From an optimization exercise on the open Yosys and OpenROAD flow, aimed at small area, a short achievable clock period and few clock cycles; shortcuts taken in it are not production practice.
RTL that was checked went through simulation tests only; none was proved equivalent to the original.
Power and IR drop assume default switching activity.

Setup of fjord:
Design powlib_xbar_top, start of the top module:
module powlib_xbar_top(clk,rst,wrdatas,wraddrs,wrvlds,wrrdys,rddatas,rdaddrs,rdvlds,rdrdys);
Size in the first run: ~220 cells after synthesis, about 34 flip-flops, about 86 I/O pins, about 1900 um2 of cells after synthesis.
export LEC_CHECK = 0
export CAP_MARGIN = 20
export CORE_MARGIN = 2
export CORE_UTILIZATION = 40
export SETUP_SLACK_MARGIN = 1.4
export SLEW_MARGIN = 20
export SYNTH_HIERARCHICAL = 1
export SYNTH_MINIMUM_KEEP_SIZE = 0
create_clock -name core_clock -period 3.6 [get_ports {clk}]
standard.sh (not shown) runs the stock make flow with config.mk's settings and CLKGATE_MAP_FILE= SYNTH_SCRIPT=/design/flow/synth_recipe.tcl, a recipe that flattens the netlist after the stock synthesis.
==> flow/flow/run.sh <==
#!/bin/bash
# Standard layout, except that the port buffers are the smallest plain
# buffer (the resizer upsizes the ones on critical paths) instead of the
# delay buffer buffer_ports picks by default.
set -euo pipefail
export BUFFER_PORTS_ARGS="-buffer_cell sky130_fd_sc_hd__buf_1"
bash standard.sh > standard.log 2>&1
Changes in violet relative to fjord:
# fjord
export LEC_CHECK = 0
export CAP_MARGIN = 20
export CORE_MARGIN = 2
export CORE_UTILIZATION = 40
export SETUP_SLACK_MARGIN = 1.4
export SLEW_MARGIN = 20
export SYNTH_HIERARCHICAL = 1
export SYNTH_MINIMUM_KEEP_SIZE = 0
create_clock -name core_clock -period 3.6 [get_ports {clk}]
# violet
export LEC_CHECK = 0
export CAP_MARGIN = 20
export CORE_MARGIN = 2
export CORE_UTILIZATION = 40
export SETUP_SLACK_MARGIN = 1.0
export SLEW_MARGIN = 20
export SYNTH_HIERARCHICAL = 1
export SYNTH_MINIMUM_KEEP_SIZE = 0
create_clock -name core_clock -period 3.6 [get_ports {clk}]
[summary]
- | combinational power | violet vs fjord | 14% lower |
- Diff fjord -> violet: relative area of non-clock buffer cells in the final design decreased 5.0 points, total negative slack essentially unchanged, final instance area decreased 7.5%, share of the core filled with cells decreased 4.2 points.
#### Input delta (raven over violet)
# violet
export LEC_CHECK = 0
export CAP_MARGIN = 20
export CORE_MARGIN = 2
export CORE_UTILIZATION = 40
export SETUP_SLACK_MARGIN = 1.0
export SLEW_MARGIN = 20
export SYNTH_HIERARCHICAL = 1
export SYNTH_MINIMUM_KEEP_SIZE = 0
create_clock -name core_clock -period 3.6 [get_ports {clk}]
# raven
export LEC_CHECK = 0
export CAP_MARGIN = 20
export CORE_MARGIN = 2
export CORE_UTILIZATION = 40
export SETUP_SLACK_MARGIN = 1.8
export SLEW_MARGIN = 20
export SYNTH_HIERARCHICAL = 1
export SYNTH_MINIMUM_KEEP_SIZE = 0
create_clock -name core_clock -period 3.6 [get_ports {clk}]
## What came out
raven: all stages complete, timing, DRC and antenna checks passed
| clock-buffer cell count | raven vs violet | 1 higher |
Sort violet and raven by count of buffering cells on the critical path with inverters included asc -> top: raven
Compared with violet, raven shows cell area higher by about 4.6%.
raven vs violet — total power consumption of the routed design dropped 0.000040 W.
raven vs. violet: met3 global-route usage went up 0.55 points, switching portion of total power went up 2.4 points, worst hold slack went down 0.015 ns, cell leakage power went up about 2.5%.
| cell count | raven vs violet | ≈ equal |
Function was not checked in any run of this note: the RTL went through the layout flow alone.

## run A
Another version of the RTL of powlib_xbar_top (not shown whole).
For scale: roughly 230 cells after synthesis.
export LEC_CHECK = 0
export CAP_MARGIN = 20
export CORE_MARGIN = 2
export CORE_UTILIZATION = 40
export SETUP_SLACK_MARGIN = 2.0
export SLEW_MARGIN = 20
export SYNTH_HIERARCHICAL = 1
export SYNTH_MINIMUM_KEEP_SIZE = 0
create_clock -name core_clock -period 3.6 [get_ports {clk}]
Scripts as last shown in full above: flow/flow/run.sh
Testbench counts of run A, summed over its fixed seeds: cycles 4,878.
Here is what was changed in the inputs of run B compared with run A.
# run A
export LEC_CHECK = 0
export CAP_MARGIN = 20
export CORE_MARGIN = 2
export CORE_UTILIZATION = 40
export SETUP_SLACK_MARGIN = 2.0
export SLEW_MARGIN = 20
export SYNTH_HIERARCHICAL = 1
export SYNTH_MINIMUM_KEEP_SIZE = 0
create_clock -name core_clock -period 3.6 [get_ports {clk}]
# run B
export LEC_CHECK = 0
export CAP_MARGIN = 20
export CORE_MARGIN = 2
export CORE_UTILIZATION = 48
export CTS_BUF_LIST = sky130_fd_sc_hd__clkbuf_4
export CTS_CLUSTER_DIAMETER = 100
export CTS_CLUSTER_SIZE = 40
export SETUP_SLACK_MARGIN = 1.35
export SLEW_MARGIN = 20
export SYNTH_HIERARCHICAL = 1
export SYNTH_MINIMUM_KEEP_SIZE = 0
create_clock -name core_clock -period 3.6 [get_ports {clk}]
### Flow results
Re layout inverter count without the clock tree: no difference whatsoever between run B and run A. Run B completed; timing, DRC and antenna clean. For the post-layout worst setup margin, run B came in 0.041 ns lower than run A did. Higher source-to-sink clock delay at the later pin of the worst-skew pair goes to run B over run A. The higher total routing usage reported by global routing came out of run B. Run B vs. run A: number of cells on the worst reg-to-reg path lower, placed instance area lower, post-route clock period utilization higher. Total power, run B vs run A: down by more than 10%.
## Diff of input files: run C against run B
# run B
export LEC_CHECK = 0
export CAP_MARGIN = 20
export CORE_MARGIN = 2
export CORE_UTILIZATION = 48
export CTS_BUF_LIST = sky130_fd_sc_hd__clkbuf_4
export CTS_CLUSTER_DIAMETER = 100
export CTS_CLUSTER_SIZE = 40
export SETUP_SLACK_MARGIN = 1.35
export SLEW_MARGIN = 20
export SYNTH_HIERARCHICAL = 1
export SYNTH_MINIMUM_KEEP_SIZE = 0
create_clock -name core_clock -period 3.6 [get_ports {clk}]
# run C
export LEC_CHECK = 0
export CAP_MARGIN = 20
export CORE_MARGIN = 2
export CORE_UTILIZATION = 55
export CTS_BUF_LIST = sky130_fd_sc_hd__clkbuf_4
export CTS_CLUSTER_DIAMETER = 100
export CTS_CLUSTER_SIZE = 40
export SETUP_SLACK_MARGIN = 1.4
export SLEW_MARGIN = 20
export SYNTH_HIERARCHICAL = 1
export SYNTH_MINIMUM_KEEP_SIZE = 0
create_clock -name core_clock -period 3.6 [get_ports {clk}]
### Flow results
[run C] final core utilization rose 7.3 points relative to run B. Run B vs run C, worst setup path endpoint: wrrdys[3] vs wrrdys[0]. Footprint of the multi-input gates of run C falls short of that of run B slightly. [compare] base=run B new=run C: final cell count without fillers ~0 delta; post-placement cell count went down by about 0.6%.
Input-level comparison between run D and run C:
# run C
export LEC_CHECK = 0
export CAP_MARGIN = 20
export CORE_MARGIN = 2
export CORE_UTILIZATION = 55
export CTS_BUF_LIST = sky130_fd_sc_hd__clkbuf_4
export CTS_CLUSTER_DIAMETER = 100
export CTS_CLUSTER_SIZE = 40
export SETUP_SLACK_MARGIN = 1.4
export SLEW_MARGIN = 20
export SYNTH_HIERARCHICAL = 1
export SYNTH_MINIMUM_KEEP_SIZE = 0
create_clock -name core_clock -period 3.6 [get_ports {clk}]
# run D
export LEC_CHECK = 0
export CAP_MARGIN = 20
export CORE_MARGIN = 2
export CORE_UTILIZATION = 40
export SETUP_SLACK_MARGIN = 1.7
export SLEW_MARGIN = 20
export SYNTH_HIERARCHICAL = 1
export SYNTH_MINIMUM_KEEP_SIZE = 0
create_clock -name core_clock -period 3.6 [get_ports {clk}]
Findings:
- Of run D and run C, it is run D that has the lower end-of-flow core utilization.
- Setup slack improves in run D relative to run C.
- Per the comparison of run D with run C, post-route fraction of the period consumed by the critical path has decreased; clock buffer instance count of the final layout has increased; non-clock buffer count has increased; via count of the first global-routing pass has remained practically unchanged; final standard cell area without fillers has increased.
- Per the final summary, run D finished and its layout is clean on timing, DRC and antenna.
- The final layout from run C, which completed every stage, passed the timing, DRC and antenna checks at the end of the flow.
- Met2 routed wirelength in run D vs run C: up about 20%

Setup of run 1:
The RTL this note starts from:
==> flow/design.v <==
`timescale 1ns / 1ps
module powlib_xbar_top(clk,rst,wrdatas,wraddrs,wrvlds,wrrdys,rddatas,rdaddrs,rdvlds,rdrdys);
  localparam                       B_WRS = 4;
  localparam                       B_RDS = 3;
  localparam                       B_AW  = 2;
  localparam                       B_DW  = 8;
  input     wire                   clk;
  input     wire                   rst;
  input     wire [B_WRS*B_DW-1:0]  wrdatas;
  input     wire [B_WRS*B_AW-1:0]  wraddrs;
  input     wire [B_WRS-1:0]       wrvlds;
  output    wire [B_WRS-1:0]       wrrdys;
  output    wire [B_RDS*B_DW-1:0]  rddatas;
  output    wire [B_RDS*B_AW-1:0]  rdaddrs;
  output    wire [B_RDS-1:0]       rdvlds;
  input     wire [B_RDS-1:0]       rdrdys;
  reg  [B_RDS-1:0]      vld_q;            
  reg  [B_RDS*B_DW-1:0] dat_q;            
  reg                   a0_q;             
  reg  [1:0]            top_q;            
  wire [B_WRS-1:0]      dec [0:B_RDS-1];  
  wire [B_WRS-1:0]      req [0:B_RDS-1];  
  wire [B_WRS-1:0]      tk  [0:B_RDS-1];  
  wire [B_WRS-1:0]      blk [0:B_RDS-1];  
  wire [B_RDS-1:0]      acc;              
  wire [B_RDS-1:0]      hold;             
  wire [B_WRS*B_WRS-1:0] pri;
  genvar i, j, k;
  for (k=0; k<B_WRS; k=k+1) begin : g_pk
    for (i=0; i<B_WRS; i=i+1) begin : g_pi
      wire [B_WRS-1:0] m;
      for (j=0; j<B_WRS; j=j+1) begin : g_pm
        assign m[j] = (k!=i) && (((j-i-1)&3) <= ((k-i-1)&3));
      end
      assign pri[k*B_WRS+i] = m[top_q];
    end
  end
  for (i=0; i<B_WRS; i=i+1) begin : g_wr
    wire [1:0] a = wraddrs[i*B_AW+:B_AW];
    assign dec[0][i] =  a[1] &  a[0];
    assign dec[1][i] =  a[1] & ~a[0];
    assign dec[2][i] = ~a[1];
    assign req[0][i] = wrvlds[i] & dec[0][i];
    assign req[1][i] = wrvlds[i] & dec[1][i];
    assign req[2][i] = wrvlds[i] & dec[2][i];
    assign wrrdys[i] = (dec[0][i] & acc[0] & ~blk[0][i]) |
                       (dec[1][i] & acc[1] & ~blk[1][i]) |
                       (dec[2][i] & acc[2] & ~blk[2][i]);
  end
  for (j=0; j<B_RDS; j=j+1) begin : g_rd
    for (i=0; i<B_WRS; i=i+1) begin : g_blk
      wire [B_WRS-1:0] b;
      for (k=0; k<B_WRS; k=k+1) begin : g_b
        assign b[k] = req[j][k] & pri[k*B_WRS+i];
      end
      assign blk[j][i] = |b;
      assign tk[j][i]  = req[j][i] & ~blk[j][i] & acc[j];
    end
    assign acc[j]  = ~vld_q[j] | rdrdys[j];
    assign hold[j] = ~acc[j];
    wire [B_DW-1:0] d = ({B_DW{tk[j][0]}} & wrdatas[0*B_DW+:B_DW]) |
                        ({B_DW{tk[j][1]}} & wrdatas[1*B_DW+:B_DW]) |
                        ({B_DW{tk[j][2]}} & wrdatas[2*B_DW+:B_DW]) |
                        ({B_DW{tk[j][3]}} & wrdatas[3*B_DW+:B_DW]) |
                        ({B_DW{hold[j]}}  & dat_q[j*B_DW+:B_DW]);
    always @(posedge clk) begin
      if (rst)
        vld_q[j] <= 1'b0;
      else
        vld_q[j] <= hold[j] | (|req[j]);
      dat_q[j*B_DW+:B_DW] <= d;
    end
    assign rddatas[j*B_DW+:B_DW] = dat_q[j*B_DW+:B_DW];
    assign rdvlds[j]             = vld_q[j];
  end
  always @(posedge clk) begin
    if (rst)
      top_q <= 2'd0;
    else
      top_q <= {top_q[1]^top_q[0], ~top_q[0]};
    a0_q <= (tk[2][0] & wraddrs[0]) | (tk[2][1] & wraddrs[2]) |
            (tk[2][2] & wraddrs[4]) | (tk[2][3] & wraddrs[6]) | (hold[2] & a0_q);
  end
  assign rdaddrs = {1'b0, a0_q, 2'b10, 2'b11};
endmodule
==> flow/config.mk <==
export PLATFORM = sky130hd
export DESIGN_NAME = powlib_xbar_top
export DESIGN_NICKNAME = powlib_xbar_top
export VERILOG_FILES = /design/flow/design.v
export SDC_FILE = /design/flow/constraint.sdc
export NUM_CORES = 4
export LEC_CHECK = 0
export CAP_MARGIN = 20
export CORE_MARGIN = 2
export CORE_UTILIZATION = 40
export CTS_BUF_LIST = sky130_fd_sc_hd__clkbuf_4
export CTS_CLUSTER_SIZE = 30
export SETUP_SLACK_MARGIN = 1.0
export SLEW_MARGIN = 20
==> flow/constraint.sdc <==
create_clock -name core_clock -period 3.6 [get_ports {clk}]
set_input_delay 0.7200 -clock core_clock [delete_from_list [all_inputs] [get_ports {clk}]]
set_output_delay 0.7200 -clock core_clock [all_outputs]
set_load 0.01 [all_outputs]
Scripts as last shown in full above: flow/flow/run.sh
Run 1 has completed all stages; timing, DRC and antenna checks passed.
--- input diff run 1..run 2 ---
diff --git a/flow/config.mk b/flow/config.mk
--- a/flow/config.mk
+++ b/flow/config.mk
@@ -10,5 +10,4 @@
 export CORE_UTILIZATION = 40
-export CTS_BUF_LIST = sky130_fd_sc_hd__clkbuf_4
-export CTS_CLUSTER_SIZE = 30
 export SETUP_SLACK_MARGIN = 1.0
 export SLEW_MARGIN = 20
+export TNS_END_PERCENT = 0
Findings:
In run 2 relative to run 1, aggregate routed wire length had gone up slightly. Summary of run 2 over run 1: first-pass GRT wire length went up about 0.4%; clock-cell share of area went up 1.4 points; global-route usage held. Per the comparison of run 2 with run 1, wire length on met2 +about 1.9%; summed area of non-filler cells in the final layout ~0 delta; die area ~0 delta. Of run 1 and run 2, the run reporting the higher final period demand of the worst path was run 1.
### run 2 -> run 3
diff --git a/flow/config.mk b/flow/config.mk
--- a/flow/config.mk
+++ b/flow/config.mk
@@ -12,2 +12,2 @@
 export SLEW_MARGIN = 20
-export TNS_END_PERCENT = 0
+export TNS_END_PERCENT = 10
Notes after the runs:
Summary of run 3 over run 2: count of clock-buffer cells in the layout flat; DRC violation count after routing essentially unchanged; final core utilization saw little to no change; via count held. Comparing run 3 against run 2, there is no change at all in hold slack. Run 2 → run 3: final cell count saw little to no change, synthesized instance count saw little to no change, multi-input gate count saw little to no change. Clock power essentially unchanged between run 2 and run 3. Diff run 2..run 3 | summed area of non-filler cells in the final layout | unchanged.
No run of this note included a check of the RTL's function; only the layout flow was run.

== yarrow ==
powlib_xbar_top, a different RTL version from the one above (not shown whole).
Size: roughly 30 flip-flops, ~86 I/O pins, ~0.0021 mm2 of cells after synthesis.
==> flow/design.v (excerpt) <==
module powlib_xbar_top(clk,rst,wrdatas,wraddrs,wrvlds,wrrdys,rddatas,rdaddrs,rdvlds,rdrdys);
Settings: LEC_CHECK=0, CAP_MARGIN=20, CORE_MARGIN=2, CORE_UTILIZATION=40, SETUP_SLACK_MARGIN=2.0, SLEW_MARGIN=20; clock period 3.6 ns.
Scripts as last shown in full above: flow/flow/run.sh
yarrow has completed all stages; timing, DRC and antenna checks passed.
Testbench counts of yarrow, summed over its fixed seeds: cycles 4,878.
The inputs of quartz differ from those of yarrow as listed below.
diff --git a/flow/config.mk b/flow/config.mk
--- a/flow/config.mk
+++ b/flow/config.mk
@@ -10,3 +10,3 @@
 export CORE_UTILIZATION = 40
-export SETUP_SLACK_MARGIN = 2.0
+export SETUP_SLACK_MARGIN = 1.5
 export SLEW_MARGIN = 20
## What came out
Number of gates given a new drive strength after cts for quartz is lower than for yarrow. Min headroom to the max-slew limit across quartz and yarrow: quartz. Of quartz and yarrow, the higher total power belongs to yarrow. quartz against yarrow: worst-case setup slack after placement picked up an extra 46 ps, design area went down by 16%, number of sequential cells held. Compared with yarrow, quartz shows a total track usage that is 3.1 points lower. Compared with yarrow, in quartz final setup violation count shows no meaningful change, worst setup slack moved down. Per the comparison of quartz with yarrow, clock power share higher, total length of routed wires fell by 11%.
The following lists how harbor was set up differently from quartz:
diff --git a/flow/config.mk b/flow/config.mk
--- a/flow/config.mk
+++ b/flow/config.mk
@@ -10,3 +10,3 @@
 export CORE_UTILIZATION = 40
-export SETUP_SLACK_MARGIN = 1.5
+export SETUP_SLACK_MARGIN = 1.0
 export SLEW_MARGIN = 20
==> comparison <==
- Clock-pin slew on the worst setup and hold paths across harbor and quartz: no real change.
- Re part of the total power dissipated in the clock network: harbor and quartz aren't equal, and the lower value belongs to quartz.
- Diff harbor..quartz | sequential share of layout area | negligible
- Looking at vias after detailed routing, harbor sits about 1.2% lower than quartz does.
- harbor ends up with a routed wire length per instance that is about 4% higher than in quartz.
- Measured against each other, harbor and quartz differ in met3 layer usage reported by global route, the higher figure coming from quartz.
- harbor vs quartz on non-filler instance count after layout: harbor is the lower one.
- The worst hold margin in harbor was higher than what quartz gave.
- Setup slack after layout of harbor is on par with quartz.
- Compared with quartz, harbor shows a post-CTS setup buffer count that is 6 lower.
- Looking at the reports, harbor completed the entire flow and the layout it produced met the timing, DRC and antenna checks.
- quartz was larger in final cell area than harbor.

## separate check: timing with driven ports
The flow's constraints put no driver on any port. The routed layouts listed below were extracted and timed again, unchanged, in two steps. Step 1 sets driving cells, clkbuf_16 on the clock port and buf_2 on the other inputs (assumed; they add their load-dependent delay and slew). Step 2, shift: input delay + t, output delay - t, t = (earliest + latest rising clock arrival at the registers) / 2. This alone moves slack from input paths to output paths. Three values: no drivers, after step 1, after step 2; two values: the first two.
| run | shift t [ns] | setup slack, ns | worst setup path at the end |
|---|---|---|---|
| fjord | 0.314 | 1.002 / 0.974 / 0.945 | input to register |
| violet | 0.303 | 0.985 / 0.961 / 0.961 | input to output |
| raven | 0.311 | 0.985 / 0.944 / 0.944 | input to output |
| run A | 0.311 | 1.369 / 1.345 / 1.173 | input to register |
| run B | 0.354 | 1.328 / 1.307 / 1.085 | input to register |
| run C | 0.355 | 1.286 / 1.262 / 1.079 | input to register |
| run D | 0.315 | 1.341 / 1.320 / 1.320 | input to output |
| run 1 | 0.352 | 0.905 / 0.883 / 0.883 | input to output |
| run 2 | 0.307 | 0.990 / 0.961 / 0.961 | input to output |
| run 3 | 0.307 | 0.990 / 0.961 / 0.961 | input to output |
| yarrow | 0.314 | 0.979 / 0.951 / 0.743 | input to register |
| quartz | 0.318 | 0.976 / 0.940 / 0.940 | input to output |
| harbor | 0.309 | 0.976 / 0.948 / 0.969 | input to output |
After both steps every run listed still meets setup and hold. The setup slack of run B, which loses most, moves by -0.021 ns with the drivers and by -0.243 ns with both steps.
